Source: an optimization exercise on an open RTL-to-GDS flow (aim: small area and a short achievable clock period). Production flows keep margins and buffers that such runs may drop. Where RTL was checked, it was by simulation tests only, not by an equivalence proof against the original. Function not checked in run 2: the RTL went through the layout flow alone. Power figures rest on the tool's default switching activity, not on a simulated workload.

`constraint.sdc`:
```
create_clock -name core_clock -period 6.0 [get_ports {clk}]
set_input_delay 1.2000 -clock core_clock [delete_from_list [all_inputs] [get_ports {clk}]]
set_output_delay 1.2000 -clock core_clock [all_outputs]
set_load 0.01 [all_outputs]
```
`design.v`:
```
module slave #(
	parameter	S_KEEP_WIDTH = 3,
					T_DATA_WIDTH = 1,
					BUF_IN_ENTRY_SZ = (2 + T_DATA_WIDTH)* S_KEEP_WIDTH
)(
	input clk,
	input rst,
	input s_valid_i,
	input s_last_i,
	input [S_KEEP_WIDTH-1:0] s_keep_i,
	input [T_DATA_WIDTH*S_KEEP_WIDTH-1:0] s_data_i,
	output wire s_ready_o,
	input en,
	output reg slave_entry_valid,
	output reg [BUF_IN_ENTRY_SZ-1:0] slave_entry
);
assign s_ready_o = en;
reg [BUF_IN_ENTRY_SZ-1:0] packet;
genvar i;
generate
for (i=0; i<S_KEEP_WIDTH; i=i+1)
begin : gen
	always @*
	begin
		packet[i*(2 + T_DATA_WIDTH)]=s_keep_i[i];
		if (i==S_KEEP_WIDTH-1 && s_last_i==1)
			packet[i*(2 + T_DATA_WIDTH)+1]=1;
		else
			packet[i*(2 + T_DATA_WIDTH)+1]=0;
		packet[i*(2 + T_DATA_WIDTH)+1+T_DATA_WIDTH:i*(2 + T_DATA_WIDTH)+2]=s_data_i[i*T_DATA_WIDTH +: T_DATA_WIDTH];
	end 
end
endgenerate
always @(posedge clk)
begin
	if (rst)
	begin
		slave_entry_valid <= 0;
		slave_entry <= 0;
	end
	else
	begin
		slave_entry_valid <= s_valid_i;
		slave_entry <= packet;
	end
end
endmodule
module buffer #(
	parameter	S_KEEP_WIDTH = 3,
					T_DATA_WIDTH = 1,
					M_KEEP_WIDTH = 2,
					BUF_IN_ENTRY_SZ = (2 + T_DATA_WIDTH)* S_KEEP_WIDTH,
					BUF_OUT_ENTRY_SZ = (2 + T_DATA_WIDTH)* M_KEEP_WIDTH,
					MULTIPLIER=2,
					ADDR_W=8
)(
	input clk,
	input rst,
	input slave_entry_valid,
	input [BUF_IN_ENTRY_SZ-1:0] slave_entry,
	input master_entry_ready,
	output reg [BUF_OUT_ENTRY_SZ-1:0] master_entry,
	output reg overflow,
	output reg underflow,
	output reg [BUF_OUT_ENTRY_SZ-1:0] master_entry_nx,
	output reg underflow_nx
);
reg underflowReg;
reg prevUnderflowReg;
reg [ADDR_W-1:0] waddr, raddr;
reg [ADDR_W-1:0] n_waddr, n_raddr;
reg [BUF_IN_ENTRY_SZ*BUF_OUT_ENTRY_SZ*2-1:0] storage;
reg overflow_nx, underflowReg_nx;
reg [ADDR_W-1:0] waddr_nx, raddr_nx;
reg [BUF_IN_ENTRY_SZ*BUF_OUT_ENTRY_SZ*2-1:0] storage_nx;
wire [(1<<ADDR_W)+BUF_OUT_ENTRY_SZ-1:0] storage_pad = storage;
reg [(1<<ADDR_W)+BUF_OUT_ENTRY_SZ-1:0] rd_shift;
reg [BUF_IN_ENTRY_SZ*BUF_OUT_ENTRY_SZ*2-1:0] wmask, wdata;
always @*
begin
	n_waddr = waddr+BUF_IN_ENTRY_SZ;
	n_raddr = raddr+BUF_OUT_ENTRY_SZ;
	if (slave_entry_valid && !overflow)
	begin
		if (n_waddr>=BUF_IN_ENTRY_SZ*BUF_OUT_ENTRY_SZ*MULTIPLIER)
			n_waddr=0;
	end
	if (master_entry_ready && !underflowReg)
	begin
		if (n_raddr>=BUF_IN_ENTRY_SZ*BUF_OUT_ENTRY_SZ*MULTIPLIER)
			n_raddr=0;
	end
end
always @*
begin
	master_entry_nx = master_entry;
	storage_nx = storage;
	overflow_nx = overflow;
	underflowReg_nx = underflowReg;
	waddr_nx = waddr;
	raddr_nx = raddr;
	rd_shift = storage_pad >> raddr;
	if (master_entry_ready)
		master_entry_nx = rd_shift[BUF_OUT_ENTRY_SZ-1:0];
	wmask = {BUF_IN_ENTRY_SZ{1'b1}};
	wmask = wmask << waddr;
	wdata = slave_entry;
	wdata = wdata << waddr;
	if (slave_entry_valid & ~overflow)
		storage_nx = (storage & ~wmask) | wdata;
	if (slave_entry_valid && !overflow_nx)
	begin
		underflowReg_nx=0;
		if (n_raddr-n_waddr<=BUF_IN_ENTRY_SZ && waddr<raddr)
			overflow_nx=1;
	end
	if (master_entry_ready && !underflowReg_nx)
	begin
		if (!(n_raddr-n_waddr<=BUF_IN_ENTRY_SZ && waddr<raddr))
			overflow_nx=0;
		if (n_waddr-n_raddr<=BUF_OUT_ENTRY_SZ && waddr>=raddr && waddr!=0)
			underflowReg_nx=1;
	end
	if (!underflowReg_nx)
	begin
		if (slave_entry_valid && !overflow_nx)
			waddr_nx = (M_KEEP_WIDTH>=S_KEEP_WIDTH)? 0: n_waddr;
		if (master_entry_ready)
			raddr_nx = (waddr!=raddr)? n_raddr: 0;
	end
	else
	begin
		overflow_nx=0;
		underflowReg_nx=1;
		waddr_nx=0;
		raddr_nx=0;
	end
	underflow_nx = M_KEEP_WIDTH>S_KEEP_WIDTH? 1'b1: prevUnderflowReg||underflowReg_nx;
end
always @(posedge clk)
begin
	if (rst)
	begin
		master_entry <= 0;
		storage <= 0;
		overflow <= 0;
		underflowReg <= 1;
		prevUnderflowReg <= 1;
		underflow <= 1;
		waddr <= 0;
		raddr <= 0;
	end
	else
	begin
		master_entry <= master_entry_nx;
		storage <= storage_nx;
		overflow <= overflow_nx;
		underflowReg <= underflowReg_nx;
		prevUnderflowReg <= underflowReg_nx;
		underflow <= underflow_nx;
		waddr <= waddr_nx;
		raddr <= raddr_nx;
	end
end
endmodule
module master#(
	parameter	S_KEEP_WIDTH = 3,
					T_DATA_WIDTH = 1,
					M_KEEP_WIDTH = 2,
					BUF_OUT_ENTRY_SZ = (2 + T_DATA_WIDTH)* M_KEEP_WIDTH
)(
	input clk,
	input rst,
	output reg m_valid_o,
	input m_ready_i,
	output reg m_last_o,
	output reg [M_KEEP_WIDTH-1:0] m_keep_o,
	output reg [T_DATA_WIDTH*M_KEEP_WIDTH-1:0] m_data_o,
	input underflow,
	output wire master_entry_ready,
	input [BUF_OUT_ENTRY_SZ-1:0] master_entry
);
reg prev_underflow;
reg [M_KEEP_WIDTH-1:0] lasts, keep, keepResult, prevKeepResult;
reg repetitive;
integer i, j;
assign master_entry_ready = m_ready_i & !repetitive;
always @*
begin
	for (i=0; i<M_KEEP_WIDTH; i=i+1)
	begin
		lasts[i] = master_entry[i*(2 + T_DATA_WIDTH)+1];
		keep[i] = master_entry[i*(2 + T_DATA_WIDTH)];
	end
	if (lasts!=0)
	begin
		if (repetitive)
			keepResult= ~prevKeepResult;
		else 
			keepResult=((lasts-1)|lasts)&keep;
	end
	else
		keepResult=keep;
end
always @(posedge clk)
begin
	if (rst)
	begin
		repetitive <= 0;
		prev_underflow <= 1;
		m_data_o <= 0;
		m_keep_o <= 0;
		m_valid_o <= 0;
		m_last_o <= 0;
		prevKeepResult <= 0;
	end
	else
	begin
		if (repetitive==1)
			repetitive<=0;
		prev_underflow<=underflow;
		if (lasts!=0  && lasts[M_KEEP_WIDTH-1]==0)
		begin
			if (!underflow && !repetitive)
			begin
				repetitive<=1;
			end
		end
		for (j=0; j<M_KEEP_WIDTH; j=j+1)
		begin : genr 
			m_data_o[j*T_DATA_WIDTH +: T_DATA_WIDTH] <= master_entry[j*(2 + T_DATA_WIDTH)+1+T_DATA_WIDTH -: T_DATA_WIDTH];
		end
		m_keep_o<=keepResult;
		m_valid_o <= !(underflow & prev_underflow) & keepResult!=0;
		m_last_o <= repetitive?0:lasts>0;
		prevKeepResult<=keepResult;
	end
end
endmodule
module resizer #(
	parameter	S_KEEP_WIDTH = 3,
					T_DATA_WIDTH = 4,
					M_KEEP_WIDTH = 2,
					BUF_IN_ENTRY_SZ = (2 + T_DATA_WIDTH)* S_KEEP_WIDTH,
					BUF_OUT_ENTRY_SZ = (2 + T_DATA_WIDTH)* M_KEEP_WIDTH,
					MULTIPLIER=2,
					ADDR_W=9
)(
	input clk,
	input rst,
	input s_valid_i,
	input s_last_i,
	input [S_KEEP_WIDTH-1:0] s_keep_i,
	input [T_DATA_WIDTH*S_KEEP_WIDTH-1:0] s_data_i,
	output wire s_ready_o,
	output m_valid_o,
	input m_ready_i,
	output m_last_o,
	output [M_KEEP_WIDTH-1:0] m_keep_o,
	output [T_DATA_WIDTH*M_KEEP_WIDTH-1:0] m_data_o
);
wire overflow;
wire underflow;
wire underflow_nx;
wire slave_entry_valid;
wire [BUF_IN_ENTRY_SZ-1:0] slave_entry;
wire master_entry_ready;
wire [BUF_OUT_ENTRY_SZ-1:0] master_entry;
wire [BUF_OUT_ENTRY_SZ-1:0] master_entry_nx;
slave #(.S_KEEP_WIDTH(S_KEEP_WIDTH), .T_DATA_WIDTH(T_DATA_WIDTH))
d0(
	.clk(clk),
	.rst(rst),
	.s_valid_i(s_valid_i),
	.s_last_i(s_last_i),
	.s_keep_i(s_keep_i),
	.s_data_i(s_data_i),
	.s_ready_o(s_ready_o),
	.en(~overflow),
	.slave_entry_valid(slave_entry_valid),
	.slave_entry(slave_entry)
);
buffer #(.S_KEEP_WIDTH(S_KEEP_WIDTH), .T_DATA_WIDTH(T_DATA_WIDTH), .M_KEEP_WIDTH(M_KEEP_WIDTH),
	.MULTIPLIER(MULTIPLIER), .ADDR_W(ADDR_W))
d1(
	.clk(clk),
	.rst(rst),
	.slave_entry_valid(slave_entry_valid),
	.slave_entry(slave_entry),
	.master_entry_ready(master_entry_ready),
	.master_entry(master_entry),
	.overflow(overflow),
	.underflow(underflow),
	.master_entry_nx(master_entry_nx),
	.underflow_nx(underflow_nx)
);
master #(.S_KEEP_WIDTH(S_KEEP_WIDTH), .T_DATA_WIDTH(T_DATA_WIDTH), .M_KEEP_WIDTH(M_KEEP_WIDTH))
d2(
	.clk(clk),
	.rst(rst),
	.m_valid_o(m_valid_o),
	.m_ready_i(m_ready_i),
	.m_last_o(m_last_o),
	.m_keep_o(m_keep_o),
	.m_data_o(m_data_o),
	.underflow(underflow_nx),
	.master_entry_ready(master_entry_ready),
	.master_entry(master_entry_nx)
);
endmodule
```
`config.mk`:
```
export PLATFORM = sky130hd
export DESIGN_NAME = resizer
export DESIGN_NICKNAME = resizer
export VERILOG_FILES = /design/flow/design.v
export SDC_FILE = /design/flow/constraint.sdc
export NUM_CORES = 4
export LEC_CHECK = 0
export CAP_MARGIN = 20
export CORE_MARGIN = 2
export CORE_UTILIZATION = 40
export SLEW_MARGIN = 20
```
`run.sh`:
```
#!/bin/bash
# synth_recipe.tcl (not shown) runs the flow's synth.tcl, then flattens the netlist and writes it again
# the make line also repeats each setting of config.mk as NAME=value (left out here)
make -C /OpenROAD-flow-scripts/flow DESIGN_CONFIG=/design/flow/config.mk WORK_HOME=/design/flow/orfs CLKGATE_MAP_FILE= SYNTH_SCRIPT=/design/flow/synth_recipe.tcl finish
```
==> results of run 1 <==
-- tightest hold or removal path, delay by kind of cell, from the launching register on --
| kind | cells | cell delay, ps |
|---|---|---|
| AOI/OAI and AO/OA | 2 | 130 |
| DFF | 1 | 320 |
-- final timing paths --
| kind | end | slack (ps) | depth (start not counted) |
|---|---|---|---|
| setup / recovery | d1.waddr[3]$_SDFFE_PP0P_ | 840 | 23 |
| hold / removal | d1.storage[187]$_SDFFE_PP0P_ | 490 | 2 |
| setup reg to reg | d1.waddr[3]$_SDFFE_PP0P_ | 840 | 23 |
| hold reg to reg | d1.storage[187]$_SDFFE_PP0P_ | 490 | 2 |
-- cells in the mapped netlist, types with 29 or more instances --
cell / instances / share of area
a21oi_1: 642 / 0.073
a22oi_1: 103 / 0.018
mux4_2: 277 / 0.14
nor3_1: 55 / 0.0063
o211ai_1: 42 / 0.0072
and2_1: 46 / 0.0066
a31oi_1: 39 / 0.0056
clkbuf_1: 255 / 0.022
nand3_1: 58 / 0.0066
a211oi_1: 80 / 0.014
ha_1: 33 / 0.0094
o221ai_1: 34 / 0.0068
buf_1: 57 / 0.0049
buf_6: 33 / 0.0085
nor2_1: 421 / 0.036
mux2i_1: 453 / 0.10
nand2_1: 934 / 0.080
o22ai_1: 82 / 0.012
buf_4: 57 / 0.0097
buf_2: 120 / 0.014
mux2_2: 165 / 0.042
nor2b_1: 84 / 0.012
o21ai_0: 608 / 0.069
inv_1: 56 / 0.0048
a221oi_1: 29 / 0.0058
dfxtp_1: 487 / 0.22
-- layout make-up --
type	count	area (sq um)	share of cell area
flip-flops and latches	487	9778	0.2037
repair buffers	275	2440	0.05083
multi-input cells	4501	31530	0.6569
clock inverters	27	406.6	0.008471
diodes	64	160.2	0.003336
clock buffers	81	1670	0.03480
well taps	1414	1769	0.03686
inverters	61	245.2	0.005109
-- kinds of logic after synthesis --
family | Yosys count
DFF | 487
adders and majority gates | 35
and+or+nand+nor | 1706
muxes | 897
AOI/OAI and AO/OA | 1845
xor gates and xnor gates | 18
buffers and inverters | 588
-- state kept, by name, summed over array words and instances (netlist names) --
signal	count
d1.storage	432
d0.slave_entry	16
d1.master_entry	12
d1.raddr	9
d1.waddr	9
d2.m_keep_o	2
d0.slave_entry_valid	1
d1.overflow	1
d1.underflowReg	1
d2.m_last_o	1
d2.m_valid_o	1
d2.prev_underflow	1
d2.repetitive	1
-- per-stage QoR --
step	cell area, sq um	instances	hold WS, ps	utilization	power (mW)
2_1_floorplan	43910	5576	436.7	-	3.604
3_3_place_gp	45700	6736	473.6	0.4198	3.902
3_5_place_dp	45760	6738	480.7	0.4203	3.900
4_1_cts	47830	6846	490.6	0.4394	7.779
5_1_grt	47890	6866	513.6	0.4400	7.928
6_report	48000	6910	492.9	0.4410	7.831
-- power by group --
group / leakage (nW) / internal (mW) / switching (mW) / total, mW
logic: 10.4 / 0.146 / 0.454 / 0.600
registers: 3.94 / 3.25 / 0.0261 / 3.27
clock network: 1.01 / 2.26 / 1.70 / 3.96
total: 15.4 / 5.65 / 2.18 / 7.83
-- per-layer routing --
metal  track usage  wire length [microns]  share of wire  vias up
met5      0.005645                    257        0.00087        -
met1        0.6485                 111500           0.38    24740
met4        0.3969                  27670          0.094       26
met3        0.1916                  41990           0.14     1068
met2        0.6860                 114500           0.39     4446
li1              -                      -              -    20300
==> results.cfg, run 1 <==
[synth]
synth-edff-count = 0
synth_compound_area_frac = 0.2467
synth_cells = 5576
yosys.area_share.simple = 0.1630
synthArstFlopShare = 0
syn_avg_cell_area_sq_um = 7.876
synthMuxAreaShare = 0.2885
syn_area_sq_mm = 0.04391
synth_seq_cells = 487
synth-main-ff-cell = dfxtp_1
ys.warnings.count = 3
synth_top_family_by_area = multiplexers
synth_cell_types = 78
ys_seq_area_frac = 0.2220
synthAdderAreaFrac = 0.01031
synthXorXnorAreaFrac = 0.003590
synth_fp_nets = 5631

[setup_path]
worstPathMaxFanout = 24
critical_path_buf_inv_count = 4
setup.worst_path.start_class = flip-flop
cp.required_ps = 6570
r2r_start = d1.raddr[3]$_SDFFE_PP0P_
setup.worst_path.end_class = flip-flop
cpMostUsedCell = o21ai_0
crit_start = d1.raddr[3]$_SDFFE_PP0P_
critPathMaxStageDelay_ps = 580
critPathSlowestCell = dfxtp_4
crit_arrival_ps = 5740
path_cells = clkinv_2, ha_1, nor3_1, xnor2_1, o21ai_0, nor3_1, buf_4, nor2_1, inv_1, ha_1, fa_1, nor2b_1, o21ai_0, a21oi_1, o21ai_0, a21oi_1, nor2_1, a2111oi_0, o21ai_0, o211ai_1, buf_4, mux2i_1, nor2_1
critical_path.top_delay_family = compound AO/OA/AOI/OAI gates
critPathKind = reg2reg

[sta]
finalHoldViolations = 0
drv_slew = 0
max_freq_ghz = 0.1937
fin_crit_ps = 5163
fin_worst_skew_ps = 68.01
finalCritPeriodShare = 0.8605
tightest_slew_ps = 1356
fin_ws_ps = 837.2
max_slew_margin = 0.09596
rsz0062_at_grt = no
setup_viol = 0
tns_ps = 0

[worst_hold_path]
min_from = d1.storage[187]$_SDFFE_PP0P_
worstHoldPathType = reg2reg

[clocking]
clk_latency_ps = 740
cts.clk_slew.worst_paths_ps = 60
cts_hold_buf = 0
cts_max_path_buffers = 3
htreeDepth = 2
clock_tree.root_cell = clkbuf_16
ctsResizeCount = 0
cts_made_buffers = 60
clock_sinks = 487
post_cts_buffers = 0
cts_tree = done

[power]
p_per_area_mw_per_mm2 = 163.1
power.leakage_nw = 15.36
peakVddDrop_mv = 0.2309

[global_routing]
grt_overflow_total = 0
antenna_found_initial = 51
grt_max_degree = 197
grt_pass1_vias = 45360
grt.total_usage = 0.5097
grt_pass1_wl_microns = 395900

[status]
status = no timing/DRC/antenna violations

[placement]
place_ws_ps = 495.9
globalplace.congestion = 1.151
io_buffers = 32
hpwl_microns = 218500

[floorplanning]
die_x_microns = 335.3
die_area_sq_mm = 0.1125
initial_utilization = 0.4034
io_pins = 33
rows = 121
core_sq_mm = 0.1089
die_h_microns = 335.3

[layout]
layout_common_cells = nand2_1, a21oi_1, o21ai_0
fill_cells = 11130
layout-drive-gt1-share = 0.1605
nets = 5441
final_common_cell = nand2_1
areaGrowthSynthToFinish_pct = 9.308

[job]
cap_violations = 0

[detailed_routing]
wl_per_cell_microns = 42.82
firstDrtPassIters = 7
drt-total-wl_microns = 295900
via_per_inst = 7.320
vias = 50580
antenna_left = 0
remaining_drc_errors = 0
dr.first_iter.drc_count = 9388
==> run 2, diff against run 1 <==
==> design.v (replaced) <==
module resizer (
	input clk,
	input rst,
	input s_valid_i,
	input s_last_i,
	input [2:0] s_keep_i,
	input [11:0] s_data_i,
	output wire s_ready_o,
	output m_valid_o,
	input m_ready_i,
	output m_last_o,
	output [1:0] m_keep_o,
	output [7:0] m_data_o
);
reg        sev;         
reg [15:0] se;          
always @(posedge clk) begin
	if (rst) begin
		sev <= 1'b0;
		se  <= 16'd0;
	end else begin
		sev <= s_valid_i;
		se  <= {s_last_i, s_data_i[11:8], s_keep_i[2], s_data_i[7:4], s_keep_i[1], s_data_i[3:0], s_keep_i[0]};
	end
end
reg rst_q;
always @(posedge clk) rst_q <= rst;
reg [4:0] w;        
reg [5:0] r;        
reg ov;             
reg uf;             
reg pu;             
reg rep;            
reg [4:0] keepdat [0:71];    
reg       lastb   [0:23];    
wire wr = sev & ~ov;
genvar gs;
generate
for (gs = 0; gs < 24; gs = gs + 1) begin : slot
	wire en = rst_q | (wr & (w == gs));
	always @(posedge clk) begin
		if (en) begin
			keepdat[3*gs]   <= se[4:0];
			keepdat[3*gs+1] <= se[9:5];
			keepdat[3*gs+2] <= se[14:10];
			lastb[gs]       <= se[15];
		end
	end
end
endgenerate
reg [11:0] rd;
integer i;
always @* begin
	rd = 12'd0;
	for (i = 0; i < 36; i = i + 1) begin
		if (r == i && !rst_q)
			rd = { keepdat[2*i+1][4:1], (((2*i+1)%3)==2) ? lastb[(2*i+1)/3] : 1'b0, keepdat[2*i+1][0],
			       keepdat[2*i][4:1],   (((2*i)%3)==2)   ? lastb[(2*i)/3]   : 1'b0, keepdat[2*i][0] };
	end
end
wire [6:0] W = w * 3;
wire [6:0] R = {r, 1'b0};
reg [4:0] w_n [0:1];
reg [5:0] r_n [0:1];
reg ov_n [0:1];
reg uf_n [0:1];
reg [6:0] nw, nr;
reg c1, c2, mer, ovx, ufx;
integer k;
always @* begin
	for (k = 0; k < 2; k = k + 1) begin
		mer = k;
		nw = W + 7'd3;
		nr = R + 7'd2;
		if (sev && !ov && nw >= 72) nw = 0;
		if (mer && !uf && nr >= 72) nr = 0;
		c1 = (nr - nw) <= 3 && (nr >= nw) && W < R;
		c2 = (nw - nr) <= 2 && (nw >= nr) && W >= R && W != 0;
		ovx = ov; ufx = uf;
		if (sev && !ovx) begin
			ufx = 1'b0;
			if (c1) ovx = 1'b1;
		end
		if (mer && !ufx) begin
			if (!c1) ovx = 1'b0;
			if (c2) ufx = 1'b1;
		end
		w_n[k] = w; r_n[k] = r;
		if (!ufx) begin
			if (sev && !ovx) w_n[k] = (nw == 0) ? 5'd0 : w + 5'd1;
			if (mer) r_n[k] = (W != R) ? ((nr == 0) ? 6'd0 : r + 6'd1) : 6'd0;
		end else begin
			ovx = 1'b0; w_n[k] = 0; r_n[k] = 0;
		end
		ov_n[k] = ovx; uf_n[k] = ufx;
	end
end
reg [11:0] me;       
reg [1:0]  mk;       
reg        mv, ml;
function [1:0] keep_res(input [11:0] e, input rp, input [1:0] pk);
	reg [1:0] la, ke;
	begin
		la = {e[7], e[1]};
		ke = {e[6], e[0]};
		if (la != 0)
			keep_res = rp ? ~pk : (((la - 2'd1) | la) & ke);
		else
			keep_res = ke;
	end
endfunction
wire [11:0] e0 = me, e1 = rd;
wire u0 = uf | uf_n[0];
wire u1 = uf | uf_n[1];
wire [1:0] kr0 = keep_res(e0, rep, mk);
wire [1:0] kr1 = keep_res(e1, rep, mk);
wire mr = m_ready_i & ~rep;
wire [11:0] e_x = mr ? e1 : e0;
wire        u_x = mr ? u1 : u0;
wire [1:0]  kr_x = mr ? kr1 : kr0;
wire [1:0]  la_x = {e_x[7], e_x[1]};
always @(posedge clk) begin
	if (rst) begin
		w <= 0; r <= 0; ov <= 0; uf <= 1; pu <= 1; rep <= 0;
		me <= 0; mk <= 0; mv <= 0; ml <= 0;
	end else begin
		w  <= mr ? w_n[1] : w_n[0];
		r  <= mr ? r_n[1] : r_n[0];
		ov <= mr ? ov_n[1] : ov_n[0];
		uf <= mr ? uf_n[1] : uf_n[0];
		pu <= u_x;
		rep <= !rep && la_x[0] && !la_x[1] && !u_x;
		me <= e_x;
		mk <= kr_x;
		mv <= !(u_x & pu) & (kr_x != 0);
		ml <= rep ? 1'b0 : (la_x != 0);
	end
end
assign s_ready_o = ~ov;
assign m_valid_o = mv;
assign m_last_o  = ml;
assign m_keep_o  = mk;
assign m_data_o  = {me[11:8], me[5:2]};
endmodule
==> results.cfg, run 2 <==
[sta]
finalCritPeriodShare = 0.9442
max_slew_margin = 0.2184
finalHoldViolations = 0
fin_worst_skew_ps = 19.42
max_freq_ghz = 0.1765
setup_viol = 0
rsz0062_at_grt = no
drv_slew = 0
tightest_slew_ps = 1160
fin_crit_ps = 5665
fin_ws_ps = 335.0
whs_ps = 499.2
tns_ps = 0

[layout]
areaGrowthSynthToFinish_pct = 13.89
largestRegisters = keepdat: 360 flops, lastb: 24 flops, se: 16 flops
largest_register_ffs = 360
layout-drive-gt1-share = 0.09715
layout_common_cells = edfxtp_1, nor2_1, nand2_1
diodes = 0
top_register = keepdat
final_common_cell = edfxtp_1
nets = 1675

[synth]
synth_fp_nets = 1606
synthMostInstantiatedCell = edfxtp_1
syn_avg_cell_area_sq_um = 12.54
synthArstFlopShare = 0
ys.warnings.count = 7
syn_area_sq_mm = 0.01933
synth_area_leaders = edfxtp_1, dfxtp_1, nor2_1, ha_1, nand2_1
synth_cell_types = 85
synth_commonest_cells = edfxtp_1, nor2_1, nand2_1
synth-main-ff-cell = edfxtp_1
synth_seq_cells = 433
ys_seq_area_frac = 0.6474
yosys.area.top_type = edfxtp_1
synth_cells = 1541
synth.top_cell.area_share = 0.5967
synth-edff-count = 384

[detailed_routing]
via_per_inst = 6.317
firstDrtPassIters = 6
met3_length_microns = 6299
remaining_drc_errors = 0
top_layer = met4
dr.first_iter.drc_count = 1997
antenna_left = 0
wl_per_cell_microns = 27.65
drt-total-wl_microns = 62550
wl_met1_microns = 25920
vias = 14290
dr_wl_met2_microns = 28160

[placement]
place_ws_ps = 319.2
hpwl_microns = 40530
globalplace.congestion = 0.9305
io_buffers = 32

[global_routing]
grt.total_usage = 0.2496
grt_overflow_total = 0
antenna_found_initial = 0
grt_pass1_vias = 13640
grt_pass1_wl_microns = 92560
grt_max_degree = 49

[floorplanning]
initial_utilization = 0.4048
io_pins = 33
rows = 80
die_x_microns = 223.8
die_h_microns = 223.8
die_area_sq_mm = 0.05009
core_sq_mm = 0.04775

[clocking]
post_cts_buffers = 0
clk_latency_ps = 590
clock_tree.root_cell = clkbuf_16
htreeDepth = 2
cts.clk_slew.worst_paths_ps = 60
cts_hold_buf = 0
cts_made_buffers = 46
clock_sinks = 433
cts_max_path_buffers = 3
cts_tree = done

[job]
cap_violations = 0

[setup_path]
setup.worst_path.start_class = flip-flop
worstPathMaxFanout = 7
critPathKind = reg2reg
setup.worst_path.end_class = flip-flop
rrSetupSlack_ps = 340
cp.required_ps = 6480
r2r_end = w[1]$_SDFFE_PP0P_
crit_arrival_ps = 6140
r2r_cells = 23
r2r_start = w[1]$_SDFFE_PP0P_

[worst_hold_path]
hold-path-endpoint = me[0]$_SDFFE_PP0P_
min_from = me[0]$_SDFFE_PP0P_
whs_path_depth = 2
worstHoldPathType = reg2reg

[power]
p_per_area_mw_per_mm2 = 324.6
power.leakage_nw = 7.821
peakVddDrop_mv = 0.1701

[status]
status = no timing/DRC/antenna violations
## run 2: cell families after synthesis
family | share of synthesized area
mux | 0.003626
fa+ha+maj | 0.02991
compound gates | 0.1693
buf+inv | 0.02454
simple gates | 0.1190
flops | 0.6474
xor+xnor | 0.006215
## run 2: through the flow
stage                     area (sq um)    util  instances  total power [mW]
final                            22010  0.4610       2262             7.144
after global routing             22010  0.4610       2262             7.354
after CTS                        22000  0.4608       2262             7.158
after detailed placement         20560  0.4305       2177             4.416
after global placement           20560  0.4305       2177             4.409
after floorplan                  19330       -       1541             4.117
## run 2: layer usage
layer,up-vias,GRT usage
met5,-,0
met4,0,0.08817
met3,127,0.04538
met2,807,0.3837
met1,7141,0.3562
li1,6214,-
## run 2: repair_timing
action	in CTS	in global routing
resized for setup	0	1
endpoints found under the setup margin	0	5
hold endpoints to repair	0	0
## run 2: power breakdown
part / leakage, nW / internal [mW] / switching (mW)
Combinational: 2.92 / 0.267 / 0.484
Clock: 0.709 / 1.58 / 1.19
Sequential: 4.19 / 3.52 / 0.0958
## run 2: worst max path at each step
stage	cells past startpoint	endpoint	start
floorplan	24	w[0]$_SDFFE_PP0P_	w[1]$_SDFFE_PP0P_
global placement	23	w[1]$_SDFFE_PP0P_	w[1]$_SDFFE_PP0P_
detailed placement	23	w[1]$_SDFFE_PP0P_	w[1]$_SDFFE_PP0P_
CTS	23	w[1]$_SDFFE_PP0P_	w[1]$_SDFFE_PP0P_
global route	23	w[2]$_SDFFE_PP0P_	w[1]$_SDFFE_PP0P_
finish	23	w[1]$_SDFFE_PP0P_	w[1]$_SDFFE_PP0P_
## run 2: cell type report
class	instances	area, sq um
Tap cell	615	769.5
Clock inverter	29	227.7
Multi-Input combinational cell	994	6346
Fill cell	4247	25740
Inverter	43	161.4
Timing Repair Buffer	92	765.7
Sequential cell	433	12520
Clock buffer	56	1220
## run 2: worst max-delay path, cell delays in order, from the launching register on
cell	delay [ps]
dfxtp_1	390
ha_1	260
fa_1	430
xnor2_2	210
inv_2	90
or3_1	360
a211o_1	340
a211oi_4	210
and2_1	180
o21ai_1	70
o21ai_0	180
ha_1	260
inv_1	60
fa_1	400
a21o_1	200
a21oi_1	190
nor2_1	60
a221oi_1	240
nand4_1	180
a21o_1	280
o2111ai_1	200
a22oi_1	160
or3_4	470
mux2i_1	130

==> separate check: timing with driven ports <==
In the flow no input, the clock included, has a driving cell. The finished layouts below were timed again as built, in two steps. Step 1 (the two cells are an assumption about what drives the block):
set clk [get_ports {clk}]
set_driving_cell -lib_cell sky130_fd_sc_hd__clkbuf_16 $clk
set_driving_cell -lib_cell sky130_fd_sc_hd__buf_2 [delete_from_list [all_inputs] $clk]
Step 2, shift: input delay + t, output delay - t, t = (earliest + latest rising clock arrival at the registers) / 2. This alone moves slack from input paths to output paths. a / b / c = no drivers / after step 1 / after step 2; a / b = the first two.
| run | t (ns) | slack for setup (ns) | hold slack, ns | worst register clock-pin slew, ns |
|---|---|---|---|---|
| run 1 | 0.781 | 0.837 / 0.837 / 0.367 | 0.493 / 0.493 / 0.493 | 0.07 / 0.07 |
| run 2 | 0.633 | 0.335 / 0.335 / 0.335 | 0.499 / 0.499 / 0.499 | 0.06 / 0.06 |
After both steps every run listed still meets setup and hold. For run 1, which loses most, drivers alone change the setup slack by 0.000 ns; drivers and shift together by -0.470 ns.
